Context: an optimization exercise on an open-source flow, tuned for a short achievable clock period and few clock cycles. The choices shown serve that exercise and are no tape-out recipe. At most, simulation tests tie the RTL to the original design; equivalence was not proved. For run 2, only the layout was checked, not whether the RTL still works. Power figures rest on the tool's default switching activity, not on a simulated workload.

==> flow/design.v, too long to show whole: its modules and the start of the top module <==
// module Registrador: 14 lines
// module Instr_Reg: 24 lines
// module Banco_reg: 24 lines
// module RegDesloc: 31 lines
// module ula32: 56 lines
// module LSize: 14 lines
// module SSize: 15 lines
// module mux_A: 16 lines
// module mux_ALUOut: 22 lines
// module mux_B: 20 lines
// module mux_Mem: 21 lines
// module mux_ext: 8 lines
// module mux_hi: 8 lines
// module mux_lo: 8 lines
// module mux_shamt: 16 lines
// module mux_shift: 8 lines
// module mux_wreg: 15 lines
// module mux_writeData: 24 lines
// module shift2_26_to_28_pc: 15 lines
// module shift_16_ext_32: 6 lines
// module shift_lf_2: 6 lines
// module sign_extd: 6 lines
// module sign_extd1_to_32: 6 lines
// module Unidade_Controle: 1864 lines
// module CPU: 323 lines
module CPU(
    input  wire        clk,
    input  wire        reset,
    output wire [31:0] mem_addr,
    output wire        mem_wr,
    output wire [31:0] mem_wdata,
    input  wire [31:0] mem_rdata
);
  // ...
==> flow/flow/run.sh <==
#!/bin/bash
# The standard layout (the standard.sh: standard synthesis, floorplan,
# placement, CTS, routing), with the post-CTS and post-global-route timing
# repair asked to leave a setup margin, so that it sizes and buffers the
# critical paths for a shorter achieved period. The clock period and I/O
# constraints are the standard flow's, unchanged. Output goes to flow_standard.log.
set -euo pipefail
bash standard.sh SETUP_SLACK_MARGIN=16 TNS_END_PERCENT=5 finish > flow_standard.log 2>&1
==> flow/standard.sh <==
#!/bin/bash
# synth_recipe.tcl (not shown) runs the flow's synth.tcl, then flattens the netlist and writes it again
# the make line also repeats each setting of config.mk as NAME=value (left out here)
make -C /OpenROAD-flow-scripts/flow DESIGN_CONFIG=/design/flow/config.mk WORK_HOME=/design/flow/orfs CLKGATE_MAP_FILE= SYNTH_SCRIPT=/design/flow/synth_recipe.tcl "${@:-finish}"
==> flow/config.mk <==
export PLATFORM = sky130hd
export DESIGN_NAME = CPU
export DESIGN_NICKNAME = CPU
export VERILOG_FILES = /design/flow/design.v
export SDC_FILE = /design/flow/constraint.sdc
export NUM_CORES = 4
export LEC_CHECK = 0
export CAP_MARGIN = 20
export CELL_PAD_IN_SITES_DETAIL_PLACEMENT = 1
export CELL_PAD_IN_SITES_GLOBAL_PLACEMENT = 2
export CORE_MARGIN = 2
export CORE_UTILIZATION = 30
export PLACE_DENSITY = 0.5
export SLEW_MARGIN = 20
==> flow/constraint.sdc <==
create_clock -name core_clock -period 22.0 [get_ports {clk}]
set_input_delay 4.4000 -clock core_clock [delete_from_list [all_inputs] [get_ports {clk}]]
set_output_delay 4.4000 -clock core_clock [all_outputs]
set_load 0.01 [all_outputs]
==> metrics.csv, run 1 <==
stage,metric,value,unit
grt,vias in the first global route,123400,
cells_and_area,fin util,34.50,%
worst_setup_path,Worst Path Max Fanout,82,
cells_and_area,register area,0.06971,mm^2
logic_synthesis,synth warn,1,
drt,Total Routed Length,857100,um
worst_setup_path,crit path to,eB[7],
placed_design,GPL Wtd Cong,0.9606,
placed_design,IO buf count,98,
cts,Post-CTS Hold Buffers,0,
drt,Initial DRT Pass Iterations,6,
cts,clk root buf,clkbuf_16,
die,die width,698.5,um
drt,DRC,0,
logic_synthesis,ys async rst share,9.389,%
grt,Tot GR Track Use,34.06,%
cells_and_area,multi-input combinational area share,42.95,%
sta,fraction of the cycle the final worst path needs,29.44,%
logic_synthesis,most frequent cells after synthesis,"edfxtp_1 (2099), nand2_1 (1853), o21ai_0 (1469)",
logic_synthesis,Yosys top cell by area,edfxtp_1,
power,Biggest consumer,combinational logic,
grt,initial antenna violation count,106,
cells_and_area,dominant kind of cell,multi-input combinational cells,
worst_setup_path,Top delay family on crit path,buffers and inverters,
die,core area,0.4815,mm^2
logic_synthesis,complex-gate fraction of the synthesized area,16.93,%
worst_setup_path,arrival time worst endpoint,7.18,ns
cells_and_area,ant diodes,109,
outcome,status,finished clean,
logic_synthesis,post-synthesis sequential area ratio,48.15,%
cells_and_area,Post-Layout Cell Count,20030,
flow_run,max_cap viols,0,
min_path,hold path cells,0,
cells_and_area,sequential cells,2375,
power,clock group total power,0.00532,W
Testbench counts, summed over its fixed seeds: cycles 64,715.
==> module CPU, before the edit <==
module CPU(
    input  wire        clk,
    input  wire        reset,
    output wire [31:0] mem_addr,
    output wire        mem_wr,
    output wire [31:0] mem_wdata,
    input  wire [31:0] mem_rdata
);
    reg [31:0] ma;
    reg        mwr;
    reg [31:0] mwd;
    assign mem_addr  = ma;
    assign mem_wr    = mwr;
    assign mem_wdata = mwd;
    localparam K_NONE  = 3'd0;
    localparam K_FETCH = 3'd1;
    localparam K_LOAD  = 3'd2;
    localparam K_RMW   = 3'd3;
    localparam K_SLLM  = 3'd4;
    localparam K_ADDM1 = 3'd5;
    localparam K_ADDM2 = 3'd6;
    reg [2:0]  k1, k2, k3, k4, k5;
    reg [4:0]  d1, d2, d3, d4;       
    reg [1:0]  z1, z2, z3, z4;       
    reg [31:0] p1, p2, p3, p4;       
    reg [31:0] rdq;
    reg [1023:0] rf;
    reg [31:0]   rfv;                
    localparam QN = 8;
    reg [255:0] qw;                  
    reg [255:0] qp;                  
    reg [2:0]   qh, qt;
    reg [3:0]   qc;
    reg [31:0] fa;                   
    reg [31:0] xpc;               
    reg        halted;
    reg [31:0] pend;                 
    reg        mem_block;            
    reg        cx_busy;              
    reg [4:0]  cx_dest;
    reg [31:0] cx_val;
    reg [31:0] cx_addr;
    reg [1:0]  cx_sz;
    reg        cx_sllm;
    reg [31:0] cx_tmp;
    reg        dv;
    reg [31:0] ir;
    reg [31:0] dpc;
    wire [5:0]  op  = ir[31:26];
    wire [4:0]  rs  = ir[25:21];
    wire [4:0]  rt  = ir[20:16];
    wire [4:0]  rdf = ir[15:11];
    wire [4:0]  sh  = ir[10:6];
    wire [5:0]  fn  = ir[5:0];
    wire [15:0] imm = ir[15:0];
    wire [31:0] sei = {{16{imm[15]}}, imm};
    wire rtype   = (op == 6'h00);
    wire i_add   = rtype & (fn == 6'h20);
    wire i_sub   = rtype & (fn == 6'h22);
    wire i_and   = rtype & (fn == 6'h24);
    wire i_slt   = rtype & (fn == 6'h2a);
    wire i_sll   = rtype & (fn == 6'h00);
    wire i_srl   = rtype & (fn == 6'h02);
    wire i_sra   = rtype & (fn == 6'h03);
    wire i_sllv  = rtype & (fn == 6'h04);
    wire i_srav  = rtype & (fn == 6'h07);
    wire i_mfhi  = rtype & (fn == 6'h10);
    wire i_mflo  = rtype & (fn == 6'h12);
    wire i_addm  = rtype & (fn == 6'h05);
    wire i_jr    = rtype & (fn == 6'h08);
    wire i_rte   = rtype & (fn == 6'h13);
    wire i_addi  = (op == 6'h08);
    wire i_addiu = (op == 6'h09);
    wire i_slti  = (op == 6'h0a);
    wire i_lui   = (op == 6'h0f);
    wire i_lb    = (op == 6'h20);
    wire i_lh    = (op == 6'h21);
    wire i_lw    = (op == 6'h23);
    wire i_sllm  = (op == 6'h01);
    wire i_sb    = (op == 6'h28);
    wire i_sh    = (op == 6'h29);
    wire i_sw    = (op == 6'h2b);
    wire i_beq   = (op == 6'h04);
    wire i_bne   = (op == 6'h05);
    wire i_ble   = (op == 6'h06);
    wire i_bgt   = (op == 6'h07);
    wire i_j     = (op == 6'h02);
    wire i_jal   = (op == 6'h03);
    wire r_alu   = i_add | i_sub | i_and | i_slt | i_sllv | i_srav;
    wire r_sh    = i_sll | i_srl | i_sra;
    wire i_load  = i_lb | i_lh | i_lw;
    wire i_rmw   = i_sb | i_sh;
    wire i_br    = i_beq | i_bne | i_ble | i_bgt;
    wire known   = r_alu | r_sh | i_mfhi | i_mflo | i_addm | i_jr | i_rte |
                   i_addi | i_addiu | i_slti | i_lui | i_load | i_sllm |
                   i_rmw | i_sw | i_br | i_j | i_jal;
    wire use_rs  = r_alu | i_addm | i_jr | i_addi | i_addiu | i_slti | i_load |
                   i_sllm | i_rmw | i_sw | i_br;
    wire use_rt  = r_alu | r_sh | i_addm | i_sllm | i_rmw | i_sw | i_br;
    wire wr_now  = r_alu | r_sh | i_mfhi | i_mflo | i_addi | i_addiu | i_slti |
                   i_lui | i_jal;                  
    wire wr_late = i_load | i_sllm | i_addm;       
    wire [4:0] dst = i_jal ? 5'd31 :
                     ((r_alu | r_sh | i_mfhi | i_mflo | i_addm) ? rdf : rt);
    wire memop   = i_load | i_rmw | i_sw | i_sllm | i_addm;
    wire cplx    = i_rmw | i_sllm | i_addm;
    wire [31:0] dpc4 = dpc + 32'd4;
    wire [31:0] A_rf = rfv[rs] ? rf[rs*32 +: 32] : ((rs == 5'd29) ? 32'd227 : 32'd0);
    wire [31:0] B_rf = rfv[rt] ? rf[rt*32 +: 32] : ((rt == 5'd29) ? 32'd227 : 32'd0);
    reg        ev;
    reg [31:0] eA, eB, eI, eS;       
    reg [4:0]  eN;                   
    reg [4:0]  edst;
    reg [31:0] epc, epc4, eT;        
    reg        e_short;              
    reg        e_sra, e_add, e_sub, e_and, e_slt, e_shl, e_shr, e_lui, e_jal, e_zero;
    reg        e_wr, e_wrl, e_load, e_sllm, e_rmw, e_sw, e_addm, e_addm_ph;
    reg        e_beq, e_bne, e_ble, e_bgt, e_j, e_jr, e_rte, e_halt, e_addi;
    reg [1:0]  e_sz;
    wire        e_act  = ev & ~halted & (epc == xpc);
    wire [31:0] sum_ab = eA + eB;
    wire [31:0] dif_ab = eA - eB;
    wire [31:0] addr   = eA + eI;
    wire        eq_ab  = (eA == eB);
    wire        lt_ab  = (eA[31] ^ eB[31]) ? eA[31] : dif_ab[31];
    wire        ovf    = (eA[31] == eB[31]) & (sum_ab[31] != eA[31]);
    wire [31:0] sh_l   = eS << eN;
    wire [31:0] sh_r   = $signed({e_sra & eS[31], eS}) >>> eN;
    reg [31:0] e_res;
    always @(*) begin
        e_res = 32'd0;
        if (e_add)  e_res = sum_ab;
        if (e_sub)  e_res = dif_ab;
        if (e_and)  e_res = eA & eB;
        if (e_slt)  e_res = {31'd0, lt_ab};
        if (e_shl)  e_res = sh_l;
        if (e_shr)  e_res = sh_r;
        if (e_lui)  e_res = eI;
        if (e_jal)  e_res = epc4;
    end
    wire taken   = e_beq & eq_ab | e_bne & ~eq_ab | e_ble & (lt_ab | eq_ab) |
                   e_bgt & ~(lt_ab | eq_ab) | e_j;
    wire e_halts = e_halt | (e_addi & ovf);
    wire e_hold  = e_act & e_addm & ~e_addm_ph;
    wire e_done  = e_act & ~e_hold;
    wire e_go    = e_done;
    wire redir   = e_go & ((taken & ~e_short) | e_jr | e_rte);
    wire [31:0] rtgt = e_jr ? eA : (e_rte ? 32'd0 : eT);
    wire e_dmem  = e_act & ~e_halt & (e_load | e_sllm | e_rmw | e_sw | e_addm);
    wire e_rfw   = e_go & e_wr;
    wire e_late  = ev & e_wrl;
    wire hz = use_rs & (pend[rs] | e_late & (edst == rs)) |
              use_rt & (pend[rt] | e_late & (edst == rt)) |
              (wr_now | wr_late) & (pend[dst] | e_late & (edst == dst));
    wire blk = memop & (mem_block | ev & e_rmw) | cplx & (cx_busy | ev & (e_rmw | e_sllm | e_addm));
    wire d_go   = dv & ~halted & ~e_hold & ~hz & ~blk;
    wire d_free = ~dv | d_go;                  
    wire byA = e_rfw & (edst == rs);
    wire byB = e_rfw & (edst == rt);
    wire [31:0] A = byA ? e_res : A_rf;
    wire [31:0] B = byB ? e_res : B_rf;
    wire        t4f   = (k4 == K_FETCH);
    wire        qne   = (qc != 4'd0);
    wire [31:0] qhw   = qw[qh*32 +: 32];
    wire [31:0] qhp   = qp[qh*32 +: 32];
    wire        ir_ld = d_free & (qne | t4f);
    wire        push  = t4f;
    wire        pop   = ir_ld;
    wire [2:0] nf = (k1 == K_FETCH) + (k2 == K_FETCH) + (k3 == K_FETCH) + (k4 == K_FETCH);
    wire fetch_ok = ({1'b0, qc} + {2'b0, nf}) < QN;
    wire t4load = (k4 == K_LOAD);
    wire t4rmw  = (k4 == K_RMW);
    wire t5cx   = (k5 == K_SLLM) | (k5 == K_ADDM2);
    integer i;
    always @(posedge clk or posedge reset) begin
        if (reset) begin
            ma <= 32'd0; mwr <= 1'b0;
            k1 <= K_FETCH; k2 <= K_NONE; k3 <= K_NONE; k4 <= K_NONE; k5 <= K_NONE;
            p1 <= 32'd0;
            rfv <= 32'd0;
            qh <= 3'd0; qt <= 3'd0; qc <= 4'd0;
            fa <= 32'd4; xpc <= 32'd0; halted <= 1'b0;
            pend <= 32'd0; mem_block <= 1'b0; cx_busy <= 1'b0;
            dv <= 1'b0; ev <= 1'b0; e_addm_ph <= 1'b0;
        end else begin
            k2 <= (redir && k1 == K_FETCH) ? K_NONE : k1;
            k3 <= (redir && k2 == K_FETCH) ? K_NONE : k2;
            k4 <= (redir && k3 == K_FETCH) ? K_NONE : k3;
            k5 <= k4;
            p2 <= p1; p3 <= p2; p4 <= p3;
            mwr <= 1'b0;
            k1  <= K_NONE;
            if (t4rmw) begin
                ma  <= cx_addr;
                mwr <= 1'b1;
                if (redir) fa <= rtgt;
            end else if (e_dmem) begin
                if (e_addm) begin
                    ma <= e_addm_ph ? eB : eA;
                    k1 <= e_addm_ph ? K_ADDM2 : K_ADDM1;
                end else begin
                    ma <= addr;
                    if (e_sw)        mwr <= 1'b1;
                    else if (e_load) k1 <= K_LOAD;
                    else if (e_sllm) k1 <= K_SLLM;
                    else             k1 <= K_RMW;
                end
            end else if (redir) begin
                ma <= rtgt;
                p1 <= rtgt;
                k1 <= K_FETCH;
                fa <= rtgt + 32'd4;
            end else if (fetch_ok) begin
                ma <= fa;
                p1 <= fa;
                k1 <= K_FETCH;
                fa <= fa + 32'd4;
            end
            if (redir) begin
                qc <= 4'd0; qh <= 3'd0; qt <= 3'd0;
                dv <= 1'b0;
            end else begin
                if (push) qt <= qt + 3'd1;
                if (pop)  qh <= qh + 3'd1;
                qc <= qc + (push ? 4'd1 : 4'd0) - (pop ? 4'd1 : 4'd0);
                if (d_free) dv <= qne | t4f;
            end
            if (e_act & e_halts) halted <= 1'b1;
            if (e_act & e_addm) e_addm_ph <= ~e_addm_ph;
            if (e_done) xpc <= e_jr ? eA : (e_rte ? 32'd0 : (taken ? eT : epc4));
            if (~e_hold) ev <= d_go;
            if (e_go & (e_rmw | e_sllm | e_addm)) cx_busy <= 1'b1;
            if (e_go & e_rmw) mem_block <= 1'b1;
            if (t4rmw) begin mem_block <= 1'b0; cx_busy <= 1'b0; end
            if (t5cx) cx_busy <= 1'b0;
            for (i = 0; i < 32; i = i + 1) begin
                if ((t4load && d4 == i) || (t5cx && cx_dest == i))
                    pend[i] <= 1'b0;
                if (e_go && e_wrl && edst == i)
                    pend[i] <= 1'b1;
                if ((t4load && d4 == i) || (t5cx && cx_dest == i) || (e_rfw && edst == i))
                    rfv[i] <= 1'b1;
            end
        end
    end
    always @(posedge clk) begin
        rdq <= mem_rdata;
        d2 <= d1; d3 <= d2; d4 <= d3;
        z2 <= z1; z3 <= z2; z4 <= z3;
        if (e_dmem) begin
            d1 <= edst;
            z1 <= e_sz;
        end
        if (t4rmw)
            mwd <= (cx_sz == 2'd2) ? {mem_rdata[31:8], cx_val[7:0]}
                                   : {mem_rdata[31:16], cx_val[15:0]};
        else if (e_dmem & e_sw)
            mwd <= eB;
        if (push) begin
            qw[qt*32 +: 32] <= mem_rdata;
            qp[qt*32 +: 32] <= p4;
        end
        if (ir_ld) begin
            ir  <= qne ? qhw : mem_rdata;
            dpc <= qne ? qhp : p4;
        end
        if (e_go & (e_rmw | e_sllm | e_addm)) begin
            cx_dest <= edst;
            cx_val  <= eB;
            cx_addr <= addr;
            cx_sz   <= e_sz;
            cx_sllm <= e_sllm;
        end
        if (k4 == K_ADDM1) cx_tmp <= mem_rdata;
        if (~e_hold) begin
            eA   <= A;
            eB   <= (i_addi | i_addiu | i_slti) ? sei : B;
            eI   <= i_lui ? {imm, 16'd0} : sei;
            eS   <= (i_sllv | i_srav) ? A : B;
            eN   <= (i_sllv | i_srav) ? B[4:0] : sh;
            edst <= dst;
            epc  <= dpc;
            epc4 <= dpc4;
            eT   <= (i_j | i_jal) ? {dpc4[31:28], ir[25:0], 2'b00}
                                  : (dpc4 + {sei[29:0], 2'b00});
            e_short <= (i_j | i_jal) ? ((ir[25:0] - dpc[27:2]) <= 26'd5 &&
                                        (ir[25:0] - dpc[27:2]) != 26'd0)
                                     : (imm[15:3] == 13'd0 && imm[2:0] <= 3'd4);
            e_add <= i_add | i_addi | i_addiu;
            e_sub <= i_sub;
            e_and <= i_and;
            e_slt <= i_slt | i_slti;
            e_shl <= i_sll | i_sllv;
            e_shr <= i_srl | i_sra | i_srav;
            e_sra <= i_sra | i_srav;
            e_lui <= i_lui;
            e_jal <= i_jal;
            e_wr  <= wr_now;
            e_wrl <= wr_late;
            e_load <= i_load;
            e_sllm <= i_sllm;
            e_rmw  <= i_rmw;
            e_sw   <= i_sw;
            e_addm <= i_addm;
            e_beq <= i_beq; e_bne <= i_bne; e_ble <= i_ble; e_bgt <= i_bgt;
            e_j   <= i_j | i_jal;
            e_jr  <= i_jr;
            e_rte <= i_rte;
            e_halt <= ~known;
            e_addi <= i_addi;
            e_sz  <= (i_lw | i_sw) ? 2'd0 : ((i_lh | i_sh) ? 2'd1 : 2'd2);
        end
        for (i = 0; i < 32; i = i + 1) begin
            if (t4load && d4 == i)
                rf[i*32 +: 32] <= (z4 == 2'd0) ? mem_rdata :
                                  (z4 == 2'd1) ? {16'd0, mem_rdata[15:0]} : {24'd0, mem_rdata[7:0]};
            else if (t5cx && cx_dest == i)
                rf[i*32 +: 32] <= cx_sllm ? (cx_val << rdq[4:0]) : (cx_tmp + rdq);
            else if (e_rfw && edst == i)
                rf[i*32 +: 32] <= e_res;
        end
    end
endmodule
==> run 2: changes to the inputs <==
--- a/flow/design.v
+++ b/flow/design.v
@@ -2246,325 +2246,344 @@
     end
 endmodule
 module CPU(
-    input  wire        clk,
-    input  wire        reset,
+    input wire clk,
+    input wire reset,
     output wire [31:0] mem_addr,
     output wire        mem_wr,
     output wire [31:0] mem_wdata,
     input  wire [31:0] mem_rdata
 );
-    reg [31:0] ma;
-    reg        mwr;
-    reg [31:0] mwd;
-    assign mem_addr  = ma;
-    assign mem_wr    = mwr;
-    assign mem_wdata = mwd;
-    localparam K_NONE  = 3'd0;
-    localparam K_FETCH = 3'd1;
-    localparam K_LOAD  = 3'd2;
-    localparam K_RMW   = 3'd3;
-    localparam K_SLLM  = 3'd4;
-    localparam K_ADDM1 = 3'd5;
-    localparam K_ADDM2 = 3'd6;
-    reg [2:0]  k1, k2, k3, k4, k5;
-    reg [4:0]  d1, d2, d3, d4;       
-    reg [1:0]  z1, z2, z3, z4;       
-    reg [31:0] p1, p2, p3, p4;       
-    reg [31:0] rdq;
-    reg [1023:0] rf;
-    reg [31:0]   rfv;                
-    localparam QN = 8;
-    reg [255:0] qw;                  
-    reg [255:0] qp;                  
-    reg [2:0]   qh, qt;
-    reg [3:0]   qc;
-    reg [31:0] fa;                   
-    reg [31:0] xpc;               
-    reg        halted;
-    reg [31:0] pend;                 
-    reg        mem_block;            
-    reg        cx_busy;              
-    reg [4:0]  cx_dest;
-    reg [31:0] cx_val;
-    reg [31:0] cx_addr;
-    reg [1:0]  cx_sz;
-    reg        cx_sllm;
-    reg [31:0] cx_tmp;
-    reg        dv;
-    reg [31:0] ir;
-    reg [31:0] dpc;
-    wire [5:0]  op  = ir[31:26];
-    wire [4:0]  rs  = ir[25:21];
-    wire [4:0]  rt  = ir[20:16];
-    wire [4:0]  rdf = ir[15:11];
-    wire [4:0]  sh  = ir[10:6];
-    wire [5:0]  fn  = ir[5:0];
-    wire [15:0] imm = ir[15:0];
-    wire [31:0] sei = {{16{imm[15]}}, imm};
-    wire rtype   = (op == 6'h00);
-    wire i_add   = rtype & (fn == 6'h20);
-    wire i_sub   = rtype & (fn == 6'h22);
-    wire i_and   = rtype & (fn == 6'h24);
-    wire i_slt   = rtype & (fn == 6'h2a);
-    wire i_sll   = rtype & (fn == 6'h00);
-    wire i_srl   = rtype & (fn == 6'h02);
-    wire i_sra   = rtype & (fn == 6'h03);
-    wire i_sllv  = rtype & (fn == 6'h04);
-    wire i_srav  = rtype & (fn == 6'h07);
-    wire i_mfhi  = rtype & (fn == 6'h10);
-    wire i_mflo  = rtype & (fn == 6'h12);
-    wire i_addm  = rtype & (fn == 6'h05);
-    wire i_jr    = rtype & (fn == 6'h08);
-    wire i_rte   = rtype & (fn == 6'h13);
-    wire i_addi  = (op == 6'h08);
-    wire i_addiu = (op == 6'h09);
-    wire i_slti  = (op == 6'h0a);
-    wire i_lui   = (op == 6'h0f);
-    wire i_lb    = (op == 6'h20);
-    wire i_lh    = (op == 6'h21);
-    wire i_lw    = (op == 6'h23);
-    wire i_sllm  = (op == 6'h01);
-    wire i_sb    = (op == 6'h28);
-    wire i_sh    = (op == 6'h29);
-    wire i_sw    = (op == 6'h2b);
-    wire i_beq   = (op == 6'h04);
-    wire i_bne   = (op == 6'h05);
-    wire i_ble   = (op == 6'h06);
-    wire i_bgt   = (op == 6'h07);
-    wire i_j     = (op == 6'h02);
-    wire i_jal   = (op == 6'h03);
-    wire r_alu   = i_add | i_sub | i_and | i_slt | i_sllv | i_srav;
-    wire r_sh    = i_sll | i_srl | i_sra;
-    wire i_load  = i_lb | i_lh | i_lw;
-    wire i_rmw   = i_sb | i_sh;
-    wire i_br    = i_beq | i_bne | i_ble | i_bgt;
-    wire known   = r_alu | r_sh | i_mfhi | i_mflo | i_addm | i_jr | i_rte |
-                   i_addi | i_addiu | i_slti | i_lui | i_load | i_sllm |
-                   i_rmw | i_sw | i_br | i_j | i_jal;
-    wire use_rs  = r_alu | i_addm | i_jr | i_addi | i_addiu | i_slti | i_load |
-                   i_sllm | i_rmw | i_sw | i_br;
-    wire use_rt  = r_alu | r_sh | i_addm | i_sllm | i_rmw | i_sw | i_br;
-    wire wr_now  = r_alu | r_sh | i_mfhi | i_mflo | i_addi | i_addiu | i_slti |
-                   i_lui | i_jal;                  
-    wire wr_late = i_load | i_sllm | i_addm;       
-    wire [4:0] dst = i_jal ? 5'd31 :
-                     ((r_alu | r_sh | i_mfhi | i_mflo | i_addm) ? rdf : rt);
-    wire memop   = i_load | i_rmw | i_sw | i_sllm | i_addm;
-    wire cplx    = i_rmw | i_sllm | i_addm;
-    wire [31:0] dpc4 = dpc + 32'd4;
-    wire [31:0] A_rf = rfv[rs] ? rf[rs*32 +: 32] : ((rs == 5'd29) ? 32'd227 : 32'd0);
-    wire [31:0] B_rf = rfv[rt] ? rf[rt*32 +: 32] : ((rt == 5'd29) ? 32'd227 : 32'd0);
-    reg        ev;
-    reg [31:0] eA, eB, eI, eS;       
-    reg [4:0]  eN;                   
-    reg [4:0]  edst;
-    reg [31:0] epc, epc4, eT;        
-    reg        e_short;              
-    reg        e_sra, e_add, e_sub, e_and, e_slt, e_shl, e_shr, e_lui, e_jal, e_zero;
-    reg        e_wr, e_wrl, e_load, e_sllm, e_rmw, e_sw, e_addm, e_addm_ph;
-    reg        e_beq, e_bne, e_ble, e_bgt, e_j, e_jr, e_rte, e_halt, e_addi;
-    reg [1:0]  e_sz;
-    wire        e_act  = ev & ~halted & (epc == xpc);
-    wire [31:0] sum_ab = eA + eB;
-    wire [31:0] dif_ab = eA - eB;
-    wire [31:0] addr   = eA + eI;
-    wire        eq_ab  = (eA == eB);
-    wire        lt_ab  = (eA[31] ^ eB[31]) ? eA[31] : dif_ab[31];
-    wire        ovf    = (eA[31] == eB[31]) & (sum_ab[31] != eA[31]);
-    wire [31:0] sh_l   = eS << eN;
-    wire [31:0] sh_r   = $signed({e_sra & eS[31], eS}) >>> eN;
-    reg [31:0] e_res;
-    always @(*) begin
-        e_res = 32'd0;
-        if (e_add)  e_res = sum_ab;
-        if (e_sub)  e_res = dif_ab;
-        if (e_and)  e_res = eA & eB;
-        if (e_slt)  e_res = {31'd0, lt_ab};
-        if (e_shl)  e_res = sh_l;
-        if (e_shr)  e_res = sh_r;
-        if (e_lui)  e_res = eI;
-        if (e_jal)  e_res = epc4;
-    end
-    wire taken   = e_beq & eq_ab | e_bne & ~eq_ab | e_ble & (lt_ab | eq_ab) |
-                   e_bgt & ~(lt_ab | eq_ab) | e_j;
-    wire e_halts = e_halt | (e_addi & ovf);
-    wire e_hold  = e_act & e_addm & ~e_addm_ph;
-    wire e_done  = e_act & ~e_hold;
-    wire e_go    = e_done;
-    wire redir   = e_go & ((taken & ~e_short) | e_jr | e_rte);
-    wire [31:0] rtgt = e_jr ? eA : (e_rte ? 32'd0 : eT);
-    wire e_dmem  = e_act & ~e_halt & (e_load | e_sllm | e_rmw | e_sw | e_addm);
-    wire e_rfw   = e_go & e_wr;
-    wire e_late  = ev & e_wrl;
-    wire hz = use_rs & (pend[rs] | e_late & (edst == rs)) |
-              use_rt & (pend[rt] | e_late & (edst == rt)) |
-              (wr_now | wr_late) & (pend[dst] | e_late & (edst == dst));
-    wire blk = memop & (mem_block | ev & e_rmw) | cplx & (cx_busy | ev & (e_rmw | e_sllm | e_addm));
-    wire d_go   = dv & ~halted & ~e_hold & ~hz & ~blk;
-    wire d_free = ~dv | d_go;                  
-    wire byA = e_rfw & (edst == rs);
-    wire byB = e_rfw & (edst == rt);
-    wire [31:0] A = byA ? e_res : A_rf;
-    wire [31:0] B = byB ? e_res : B_rf;
-    wire        t4f   = (k4 == K_FETCH);
-    wire        qne   = (qc != 4'd0);
-    wire [31:0] qhw   = qw[qh*32 +: 32];
-    wire [31:0] qhp   = qp[qh*32 +: 32];
-    wire        ir_ld = d_free & (qne | t4f);
-    wire        push  = t4f;
-    wire        pop   = ir_ld;
-    wire [2:0] nf = (k1 == K_FETCH) + (k2 == K_FETCH) + (k3 == K_FETCH) + (k4 == K_FETCH);
-    wire fetch_ok = ({1'b0, qc} + {2'b0, nf}) < QN;
-    wire t4load = (k4 == K_LOAD);
-    wire t4rmw  = (k4 == K_RMW);
-    wire t5cx   = (k5 == K_SLLM) | (k5 == K_ADDM2);
-    integer i;
-    always @(posedge clk or posedge reset) begin
-        if (reset) begin
-            ma <= 32'd0; mwr <= 1'b0;
-            k1 <= K_FETCH; k2 <= K_NONE; k3 <= K_NONE; k4 <= K_NONE; k5 <= K_NONE;
-            p1 <= 32'd0;
-            rfv <= 32'd0;
-            qh <= 3'd0; qt <= 3'd0; qc <= 4'd0;
-            fa <= 32'd4; xpc <= 32'd0; halted <= 1'b0;
-            pend <= 32'd0; mem_block <= 1'b0; cx_busy <= 1'b0;
-            dv <= 1'b0; ev <= 1'b0; e_addm_ph <= 1'b0;
-        end else begin
-            k2 <= (redir && k1 == K_FETCH) ? K_NONE : k1;
-            k3 <= (redir && k2 == K_FETCH) ? K_NONE : k2;
-            k4 <= (redir && k3 == K_FETCH) ? K_NONE : k3;
-            k5 <= k4;
-            p2 <= p1; p3 <= p2; p4 <= p3;
-            mwr <= 1'b0;
-            k1  <= K_NONE;
-            if (t4rmw) begin
-                ma  <= cx_addr;
-                mwr <= 1'b1;
-                if (redir) fa <= rtgt;
-            end else if (e_dmem) begin
-                if (e_addm) begin
-                    ma <= e_addm_ph ? eB : eA;
-                    k1 <= e_addm_ph ? K_ADDM2 : K_ADDM1;
-                end else begin
-                    ma <= addr;
-                    if (e_sw)        mwr <= 1'b1;
-                    else if (e_load) k1 <= K_LOAD;
-                    else if (e_sllm) k1 <= K_SLLM;
-                    else             k1 <= K_RMW;
-                end
-            end else if (redir) begin
-                ma <= rtgt;
-                p1 <= rtgt;
-                k1 <= K_FETCH;
-                fa <= rtgt + 32'd4;
-            end else if (fetch_ok) begin
-                ma <= fa;
-                p1 <= fa;
-                k1 <= K_FETCH;
-                fa <= fa + 32'd4;
-            end
-            if (redir) begin
-                qc <= 4'd0; qh <= 3'd0; qt <= 3'd0;
-                dv <= 1'b0;
-            end else begin
-                if (push) qt <= qt + 3'd1;
-                if (pop)  qh <= qh + 3'd1;
-                qc <= qc + (push ? 4'd1 : 4'd0) - (pop ? 4'd1 : 4'd0);
-                if (d_free) dv <= qne | t4f;
-            end
-            if (e_act & e_halts) halted <= 1'b1;
-            if (e_act & e_addm) e_addm_ph <= ~e_addm_ph;
-            if (e_done) xpc <= e_jr ? eA : (e_rte ? 32'd0 : (taken ? eT : epc4));
-            if (~e_hold) ev <= d_go;
-            if (e_go & (e_rmw | e_sllm | e_addm)) cx_busy <= 1'b1;
-            if (e_go & e_rmw) mem_block <= 1'b1;
-            if (t4rmw) begin mem_block <= 1'b0; cx_busy <= 1'b0; end
-            if (t5cx) cx_busy <= 1'b0;
-            for (i = 0; i < 32; i = i + 1) begin
-                if ((t4load && d4 == i) || (t5cx && cx_dest == i))
-                    pend[i] <= 1'b0;
-                if (e_go && e_wrl && edst == i)
-                    pend[i] <= 1'b1;
-                if ((t4load && d4 == i) || (t5cx && cx_dest == i) || (e_rfw && edst == i))
-                    rfv[i] <= 1'b1;
-            end
-        end
-    end
-    always @(posedge clk) begin
-        rdq <= mem_rdata;
-        d2 <= d1; d3 <= d2; d4 <= d3;
-        z2 <= z1; z3 <= z2; z4 <= z3;
-        if (e_dmem) begin
-            d1 <= edst;
-            z1 <= e_sz;
-        end
-        if (t4rmw)
-            mwd <= (cx_sz == 2'd2) ? {mem_rdata[31:8], cx_val[7:0]}
-                                   : {mem_rdata[31:16], cx_val[15:0]};
-        else if (e_dmem & e_sw)
-            mwd <= eB;
-        if (push) begin
-            qw[qt*32 +: 32] <= mem_rdata;
-            qp[qt*32 +: 32] <= p4;
-        end
-        if (ir_ld) begin
-            ir  <= qne ? qhw : mem_rdata;
-            dpc <= qne ? qhp : p4;
-        end
-        if (e_go & (e_rmw | e_sllm | e_addm)) begin
-            cx_dest <= edst;
-            cx_val  <= eB;
-            cx_addr <= addr;
-            cx_sz   <= e_sz;
-            cx_sllm <= e_sllm;
-        end
-        if (k4 == K_ADDM1) cx_tmp <= mem_rdata;
-        if (~e_hold) begin
-            eA   <= A;
-            eB   <= (i_addi | i_addiu | i_slti) ? sei : B;
-            eI   <= i_lui ? {imm, 16'd0} : sei;
-            eS   <= (i_sllv | i_srav) ? A : B;
-            eN   <= (i_sllv | i_srav) ? B[4:0] : sh;
-            edst <= dst;
-            epc  <= dpc;
-            epc4 <= dpc4;
-            eT   <= (i_j | i_jal) ? {dpc4[31:28], ir[25:0], 2'b00}
-                                  : (dpc4 + {sei[29:0], 2'b00});
-            e_short <= (i_j | i_jal) ? ((ir[25:0] - dpc[27:2]) <= 26'd5 &&
-                                        (ir[25:0] - dpc[27:2]) != 26'd0)
-                                     : (imm[15:3] == 13'd0 && imm[2:0] <= 3'd4);
-            e_add <= i_add | i_addi | i_addiu;
-            e_sub <= i_sub;
-            e_and <= i_and;
-            e_slt <= i_slt | i_slti;
-            e_shl <= i_sll | i_sllv;
-            e_shr <= i_srl | i_sra | i_srav;
-            e_sra <= i_sra | i_srav;
-            e_lui <= i_lui;
-            e_jal <= i_jal;
-            e_wr  <= wr_now;
-            e_wrl <= wr_late;
-            e_load <= i_load;
-            e_sllm <= i_sllm;
-            e_rmw  <= i_rmw;
-            e_sw   <= i_sw;
-            e_addm <= i_addm;
-            e_beq <= i_beq; e_bne <= i_bne; e_ble <= i_ble; e_bgt <= i_bgt;
-            e_j   <= i_j | i_jal;
-            e_jr  <= i_jr;
-            e_rte <= i_rte;
-            e_halt <= ~known;
-            e_addi <= i_addi;
-            e_sz  <= (i_lw | i_sw) ? 2'd0 : ((i_lh | i_sh) ? 2'd1 : 2'd2);
-        end
-        for (i = 0; i < 32; i = i + 1) begin
-            if (t4load && d4 == i)
-                rf[i*32 +: 32] <= (z4 == 2'd0) ? mem_rdata :
-                                  (z4 == 2'd1) ? {16'd0, mem_rdata[15:0]} : {24'd0, mem_rdata[7:0]};
-            else if (t5cx && cx_dest == i)
-                rf[i*32 +: 32] <= cx_sllm ? (cx_val << rdq[4:0]) : (cx_tmp + rdq);
-            else if (e_rfw && edst == i)
-                rf[i*32 +: 32] <= e_res;
-        end
-    end
+    wire Of;
+    wire Ng;
+    wire Zr;
+    wire Eq;
+    wire Gt;
+    wire Lt;
+    wire [1:0] RegDst;
+    wire [2:0] MentoReg;
+    wire [1:0] AluSrcA;
+    wire [2:0] AluSrcB;
+    wire [2:0] PCSource;
+    wire [2:0] IorD;
+    wire HiSel;
+    wire LoSel;
+    wire ShiftSrc;
+    wire [1:0] AmountCrtl;
+    wire [4:0] M_WRREG_out;
+    wire [31:0] mux_to_mem;
+    wire [31:0] m_A_out;
+    wire [31:0] m_B_out;
+    wire [31:0] M_wdata_out;
+    wire [31:0] M_ALU_out;
+    wire ExtdCtrl;
+    wire PCWrite;
+    wire ALU_w;
+    wire MEMWrite;
+    wire IRWrite;
+    wire RegWrite;
+    wire AWrite;
+    wire BWrite;
+    wire EPCWrite;
+    wire HiWrite;
+    wire LoWrite;
+    wire MDRWrite;
+    wire [2:0] ULA_c;
+    wire [1:0] LControl;
+    wire [2:0] ShiftCtrl;
+    wire [1:0] SControl;
+    wire [5:0] OPCODE;
+    wire [4:0] RS;
+    wire [4:0] RT;
+    wire [15:0] IMEDIATO;
+    wire [31:0] PC_out;
+    wire [31:0] ULA_result;
+    wire [31:0] MemOut;
+    wire [31:0] RB_to_A;
+    wire [31:0] RB_to_B;
+    wire [31:0] A_out;
+    wire [31:0] B_out;
+    wire [31:0] MEM_in;
+    wire [31:0] LSize_out;
+    wire [31:0] Hi_out;
+    wire [31:0] Lo_out;
+    wire [31:0] Shift_out;
+    wire [31:0] s_ext_1to32_out;
+    wire [31:0] shift_ext_out;
+    wire [31:0] signExt_out;
+    wire [31:0] shift_2_out;
+    wire [31:0] ALU_out;
+    wire [31:0] EPCOut;
+    wire [31:0] DivHi_Out;
+    wire [31:0] MultHi_Out;
+    wire [31:0] M_Hi_Out;
+    wire [31:0] DivLo_Out;
+    wire [31:0] MultLo_Out;
+    wire [31:0] M_Lo_Out;
+    wire [31:0] sign_extd1_32_out;
+    wire [31:0] MDR_out;
+    wire [31:0] M_shift_out;
+    wire [4:0] M_shamt_out;
+    wire [31:0] RegDesloc_out;
+    wire [31:0] Shift2_26_ext_32_pc_out;
+    wire [15:0] M_ext_out;
+    wire [31:0] S_out;
+    wire [31:0] Shift_16_ext_32_out;
+    Registrador          PC_(
+        clk,
+        reset,
+        PCWrite,
+        M_ALU_out,
+        PC_out
+    );
+    mux_Mem            Mux_M_(
+        IorD,
+        PC_out,
+        ALU_out,
+        A_out,
+        B_out,
+        mux_to_mem
+    );
+    assign mem_addr  = mux_to_mem;
+    assign mem_wr    = MEMWrite;
+    assign mem_wdata = S_out;
+    assign MemOut    = mem_rdata;
+    assign DivHi_Out  = 32'd0;
+    assign MultHi_Out = 32'd0;
+    assign DivLo_Out  = 32'd0;
+    assign MultLo_Out = 32'd0;
+    Instr_Reg          IR_(
+        clk,
+        reset,
+        IRWrite,
+        MemOut,
+        OPCODE,
+        RS,
+        RT,
+        IMEDIATO
+    );
+    mux_wreg       M_WRREG_(
+        RegDst,
+        RT,
+        IMEDIATO,
+        M_WRREG_out  
+    );
+    mux_writeData      M_WDATA_(
+        MentoReg,
+        ALU_out,
+        LSize_out,
+        Hi_out,
+        Lo_out,
+        RegDesloc_out,
+        sign_extd1_32_out,  
+        Shift_16_ext_32_out,
+        M_wdata_out
+    );
+    Banco_reg        REG_BASE_(
+        clk,
+        reset,
+        RegWrite,
+        RS,
+        RT,
+        M_WRREG_out,     
+        M_wdata_out,
+        RB_to_A,
+        RB_to_B
+    );
+    Registrador      A_(
+        clk,
+        reset,
+        AWrite,       
+        RB_to_A,
+        A_out
+    );
+    Registrador      B_(
+        clk,
+        reset,
+        BWrite,       
+        RB_to_B,
+        B_out
+    );
+    mux_A            M_A(
+        AluSrcA,
+        PC_out,
+        A_out,
+        MDR_out,
+        m_A_out
+    );
+    shift_16_ext_32 Shift_16_ext_32_(
+        IMEDIATO,
+        Shift_16_ext_32_out
+    );
+    sign_extd         Sign_ext_(
+        M_ext_out,
+        signExt_out
+    );
+    shift_lf_2        Shift_2(
+        signExt_out,
+        shift_2_out
+    );
+    shift2_26_to_28_pc Shift2_26_ext_32_pc_(
+        RS,
+        RT,
+        IMEDIATO,
+        PC_out[31:28],
+        Shift2_26_ext_32_pc_out
+    );
+    mux_B             M_B(
+        AluSrcB,
+        B_out,
+        signExt_out,
+        shift_2_out,
+        MemOut,
+        m_B_out
+    );
+    mux_shift M_shift(
+        ShiftSrc,
+        A_out,
+        B_out,
+        M_shift_out
+    );
+    mux_shamt M_shamt(
+        AmountCrtl,
+        B_out,
+        IMEDIATO,
+        MDR_out,
+        M_shamt_out
+    );
+    RegDesloc Reg_Desloc_(
+        clk,
+        reset,
+        ShiftCtrl,
+        M_shamt_out,
+        M_shift_out,
+        RegDesloc_out
+    );
+    Registrador MDR_(
+        clk,
+        reset,
+        MDRWrite,
+        MemOut,
+        MDR_out
+    );
+    LSize LSize_(
+        LControl,
+        MDR_out,
+        LSize_out
+    );
+    ula32           ULA_LA(
+        m_A_out,
+        m_B_out,
+        ULA_c,
+        ULA_result,
+        Of,  
+        Ng,  
+        Zr,  
+        Eq,
+        Gt,
+        Lt
+    );
+    Registrador     REG_ALUOut(
+        clk,
+        reset,
+        ALU_w,
+        ULA_result,
+        ALU_out
+    );
+    mux_ALUOut     M_ALUOut(
+        PCSource,
+        ULA_result,
+        ALU_out,
+        Shift2_26_ext_32_pc_out,
+        EPCOut,
+        signExt_out,
+        mux_to_mem,
+        M_ALU_out
+    );
+    Registrador EPC_(
+        clk,
+        reset,
+        EPCWrite,
+        ULA_result,
+        EPCOut
+    );
+    mux_hi M_Hi(
+        HiSel,
+        DivHi_Out,
+        MultHi_Out,
+        M_Hi_Out
+    );
+    Registrador Hi_(
+        clk,
+        reset,
+        HiWrite,
+        M_Hi_Out,
+        Hi_out
+    );
+    mux_lo M_Lo(
+        LoSel,
+        DivLo_Out,
+        MultLo_Out,
+        M_Lo_Out
+    );
+    Registrador Lo(
+        clk,
+        reset,
+        LoWrite,
+        M_Lo_Out,
+        Lo_out
+    );
+    sign_extd1_to_32 sign_extd1_32(
+        Lt,
+        sign_extd1_32_out
+    );
+    mux_ext M_ext(
+        ExtdCtrl,
+        IMEDIATO,
+        MDR_out[15:0],
+        M_ext_out
+    );
+    SSize SSize_(
+        SControl,
+        MemOut,
+        B_out,
+        S_out
+    );
+    Unidade_Controle       UNI_CTRL(
+        clk,
+        reset,
+        Of,
+        Ng,
+        Zr,
+        Eq,
+        Gt,
+        Lt,
+        OPCODE,
+        IMEDIATO,
+        PCWrite,
+        IorD,
+        MEMWrite,
+        IRWrite,
+        RegDst,
+        MentoReg,
+        RegWrite,
+        AWrite,
+        BWrite,
+        AluSrcA,
+        AluSrcB,
+        ULA_c,
+        ALU_w,
+        PCSource,
+        EPCWrite,
+        HiSel,
+        HiWrite,
+        LoSel,
+        LoWrite,
+        MDRWrite,
+        LControl,
+        ShiftSrc,
+        AmountCrtl,
+        ShiftCtrl,
+        ExtdCtrl,
+        SControl
+    );
 endmodule
==> flow/run.sh (new file) <==
#!/bin/bash
# synth_recipe.tcl (not shown) runs the flow's synth.tcl, then flattens the netlist and writes it again
# the make line also repeats each setting of config.mk as NAME=value (left out here)
make -C /OpenROAD-flow-scripts/flow DESIGN_CONFIG=/design/flow/config.mk WORK_HOME=/design/flow/orfs CLKGATE_MAP_FILE= SYNTH_SCRIPT=/design/flow/synth_recipe.tcl finish
removed: flow/flow/run.sh
removed: flow/standard.sh
==> metrics.csv, run 2 <==
stage,metric,value,unit,change
worst_setup_path,WP data required,22.53,ns,
cts,Post-CTS Hold Buffers,0,,unchanged
worst_setup_path,startpoint types,input port,,
min_path,HP Class,reg2reg,,
power,static leakage,37.34,nW,
grt,vias in the first global route,81400,,-34%
cells_and_area,most frequent cells in the layout,"nand2_1 (1726), o21ai_0 (1371), dfrtp_1 (1277), a22oi_1 (928), nor2_1 (511)",,
worst_setup_path,Worst Path Max Fanout,4,,-95%
worst_setup_path,Most common cell on crit path,fa_1,,
logic_synthesis,cells after synthesis,9469,,
worst_setup_path,Critical Path Slowest Stage Cell,fa_1,,
sta,Tightest Pin Transition,1.280,ns,
placed_design,IO buf count,98,,unchanged
logic_synthesis,Syn Nets,9573,,
cells_and_area,register area,0.03338,mm^2,-52%
cts,Skew-Pair Late Insertion Delay,0.92,ns,
cells_and_area,area grow syn2layout,14.47,%,
sta,WHS,0.5067,ns,
sta,total negative setup slack,0,ns,
logic_synthesis,most frequent cells after synthesis,"nand2_1 (1740), o21ai_0 (1409), dfrtp_1 (1280)",,
cts,CTS tree,built,,
placed_design,pre-CTS setup slack,1.495,ns,
cells_and_area,share of cells above drive strength 1,11.39,%,
sta,Worst slew margin,14.67,%,
die,FP Rows,189,,
cts,"Setup Fix Bufs, Post-CTS",0,,
sta,RSZ-0062 raised after global routing,no,,
placed_design,GPL Wtd Cong,0.9509,,-1.0%
sta,Final Max Tran Viols,0,,
sta,final worst slack,2.195,ns,
cts,CTS Sinks,1334,,
logic_synthesis,synth top area cells,"dfrtp_1 (40%), o21ai_0 (8.9%), a22oi_1 (8.8%), nand2_1 (8.2%), mux2i_1 (3.6%)",,
die,die width,519.0,um,-26%
die,Die Y,519.0,um,
drt,DR vias,83210,,
cts,Num CTS Buffers,183,,
die,I/O pins,99,,
sta,post-layout minimum cycle time,19.81,ns,
logic_synthesis,ys async rst share,95.95,%,+87 points
worst_setup_path,crit-path max cell delay,0.66,ns,
logic_synthesis,synth unique cells,111,,
cts,clk buf depth,4,,
drt,First DRT Iteration DRCs,10090,,
power,worst vdd ir,0.06195,mV,
drt,Routed Antenna Nets,0,,
placed_design,dpl cell area,0.08473,mm^2,
flow_run,max_cap viols,0,,unchanged
logic_synthesis,syn avg cell area,8.402,um^2,
drt,Routed WL per cell,43.52,um,
logic_synthesis,"flops & latches, synth",1334,,
power,Pwr per Cell Area,120.4,mW/mm^2,
worst_setup_path,Top delay family on crit path,adder cells,,
power,Tot Pwr,0.01097,W,
grt,largest net degree at the start of global routing,163,,
drt,Total Routed Length,560100,um,-35%
logic_synthesis,synthesized area,0.07956,mm^2,
drt,DRC,0,,unchanged
drt,vias per cell,6.466,,
cts,clk slew on worst S/H paths,0.06,ns,
logic_synthesis,Yosys top cell area share,40.26,%,
worst_setup_path,arrival time worst endpoint,20.34,ns,+13.16 ns
cts,clk root buf,clkbuf_16,,
logic_synthesis,post-synthesis sequential area ratio,41.93,%,-6.2 points
sta,f_max,0.05049,GHz,
grt,grt ovf,0,,
cells_and_area,Largest Register,REG_BASE_.Cluster,,
logic_synthesis,most numerous cell in the Yosys netlist,nand2_1,,
sta,Setup Skew,0.08531,ns,
logic_synthesis,Yosys top cell by area,dfrtp_1,,
worst_setup_path,CP bufs+invs,4,,
outcome,status,finished clean,,
grt,initial antenna violation count,55,,-48%
grt,first-pass GRT wire length,751300,um,
worst_setup_path,Crit Path Class,in2reg,,
cells_and_area,"most common cell after layout, fill and taps aside",nand2_1,,
die,Initial Util,30.09,%,
drt,Initial DRT Pass Iterations,6,,unchanged
sta,final setup vio count,0,,
cells_and_area,design area,0.09108,mm^2,
sta,fraction of the cycle the final worst path needs,90.02,%,+61 points
logic_synthesis,synth warn,16,,+15
die,core area,0.2644,mm^2,-45%
logic_synthesis,Main synth FF type,dfrtp_1,,
cells_and_area,nets,9282,,
placed_design,placed wire-length estimate,361400,um,
cts,post-cts sizing count,0,,
grt,Tot GR Track Use,40.42,%,+6.4 points
die,Die Footprint,0.2693,mm^2,
worst_setup_path,Critical Path Sink Type,flip-flop,,
cts,CTS H-tree lvls,4,,
cells_and_area,max reg flops,1024,,
logic_synthesis,number of synthesized flops with an enable pin,25,,
cells_and_area,area of the multi-input gates,0.04268,mm^2,
cells_and_area,Fillers,30560,,
sta,Final Hold Viols,0,,
run 2: cell families (layout without fill, tap and decap cells):
kind of cell | count (synthesis) | count (layout) | share of synthesized area, %
AND/OR/NAND/NOR | 3051 | 3051 | 16.69
XOR/XNOR | 15 | 15 | 0.2076
AO/OA/AOI/OAI | 3440 | 3440 | 27.05
multiplexers | 476 | 476 | 7.111
buffers and inverters | 1082 | 929 | 5.581
flip-flops | 1334 | 1334 | 41.93
adder cells (fa/ha/maj) | 71 | 71 | 1.425
other | 0 | 21 | 0
run 2: area by class of cell:
class | count | area share [%]
Antenna cell | 21 | 0.05770
Clock buffer | 259 | 5.804
Clock inverter | 64 | 1.061
Inverter | 152 | 0.6443
Multi-Input combinational cell | 7053 | 46.86
Sequential cell | 1334 | 36.65
Tap cell | 3533 | 4.854
Timing Repair Buffer | 454 | 4.064
run 2: where the power goes:
| part | internal (W) | switching, W |
|---|---|---|
| registers | 0.00272 | 0.000447 |
| clock network | 0.00194 | 0.00129 |
| logic | 0.00129 | 0.00327 |
| total | 0.00595 | 0.00501 |
run 2: layer usage:
metal | GRT usage [%] | wire [um] | vias to the layer above
li1 | - | - | 33880
met1 | 53.34 | 233800 | 43450
met2 | 61.92 | 244500 | 4521
met3 | 7.795 | 44620 | 1342
met4 | 22.66 | 37030 | 20
met5 | 0 | 137 | -
run 2: worst reg2reg max path: cells and delay by family, from the launching register on:
family	cells	cell delay (ns)
buffers and inverters	6	1.54
AO/OA/AOI/OAI	5	1.60
adder cells (fa/ha/maj)	31	12.28
AND/OR/NAND/NOR	4	1.09
flip-flops	1	0.32
multiplexers	1	0.26
run 2: per-stage QoR:
step                util, %  cells
global route          34.43  12850
global placement      32.02  12520
floorplan                 -   9469
detailed placement    32.05  12520
finish                34.45  12870
CTS                   34.41  12850
run 2: final timing paths:
path / slack [ns] / depth (start not counted) / to / from
setup reg to reg: 4.55 / 47 / UNI_CTRL.PCSource[0] / UNI_CTRL.ULA_c[2]
hold / removal: 0.51 / 2 / REG_BASE_.Cluster[0][24] / REG_BASE_.Cluster[0][24]
max in group asynchronous: 15.45 / 5 / REG_BASE_.Cluster[16][13] / reset
setup / recovery: 2.19 / 47 / UNI_CTRL.PCSource[2] / mem_rdata[0]
min in group asynchronous: 3.58 / 2 / A_.Saida[27] / reset
hold reg to reg: 0.51 / 2 / REG_BASE_.Cluster[0][24] / REG_BASE_.Cluster[0][24]

[port drivers added, routing unchanged]
In the flow no input, the clock included, has a driving cell. The finished layouts below were timed again as built, in two steps.
Step 1 sets driving cells, clkbuf_16 on the clock port and buf_2 on the other inputs (assumed; they add their load-dependent delay and slew).
Step 2 adds t to the input delays and takes it off the output delays; t is the mean of the earliest and latest rising clock arrival at the registers after step 1. Input paths then give back, and output paths get back, about the clock's delay inside the block.
a / b / c = ideal ports / drivers / drivers and shift; a / b = the first two.
| run | shift t [ns] | setup WS [ns] | worst setup path at the end |
|---|---|---|---|
| run 1 | 1.114 | 15.522 / 15.522 / 15.005 | input, reset recovery |
| run 2 | 0.972 | 2.195 / 2.222 / 1.250 | input to register |
After both steps every run listed still meets setup and hold. The setup slack of run 2, which loses most, moves by +0.027 ns with the drivers and by -0.945 ns with both steps. Setup slack includes reset recovery checks.
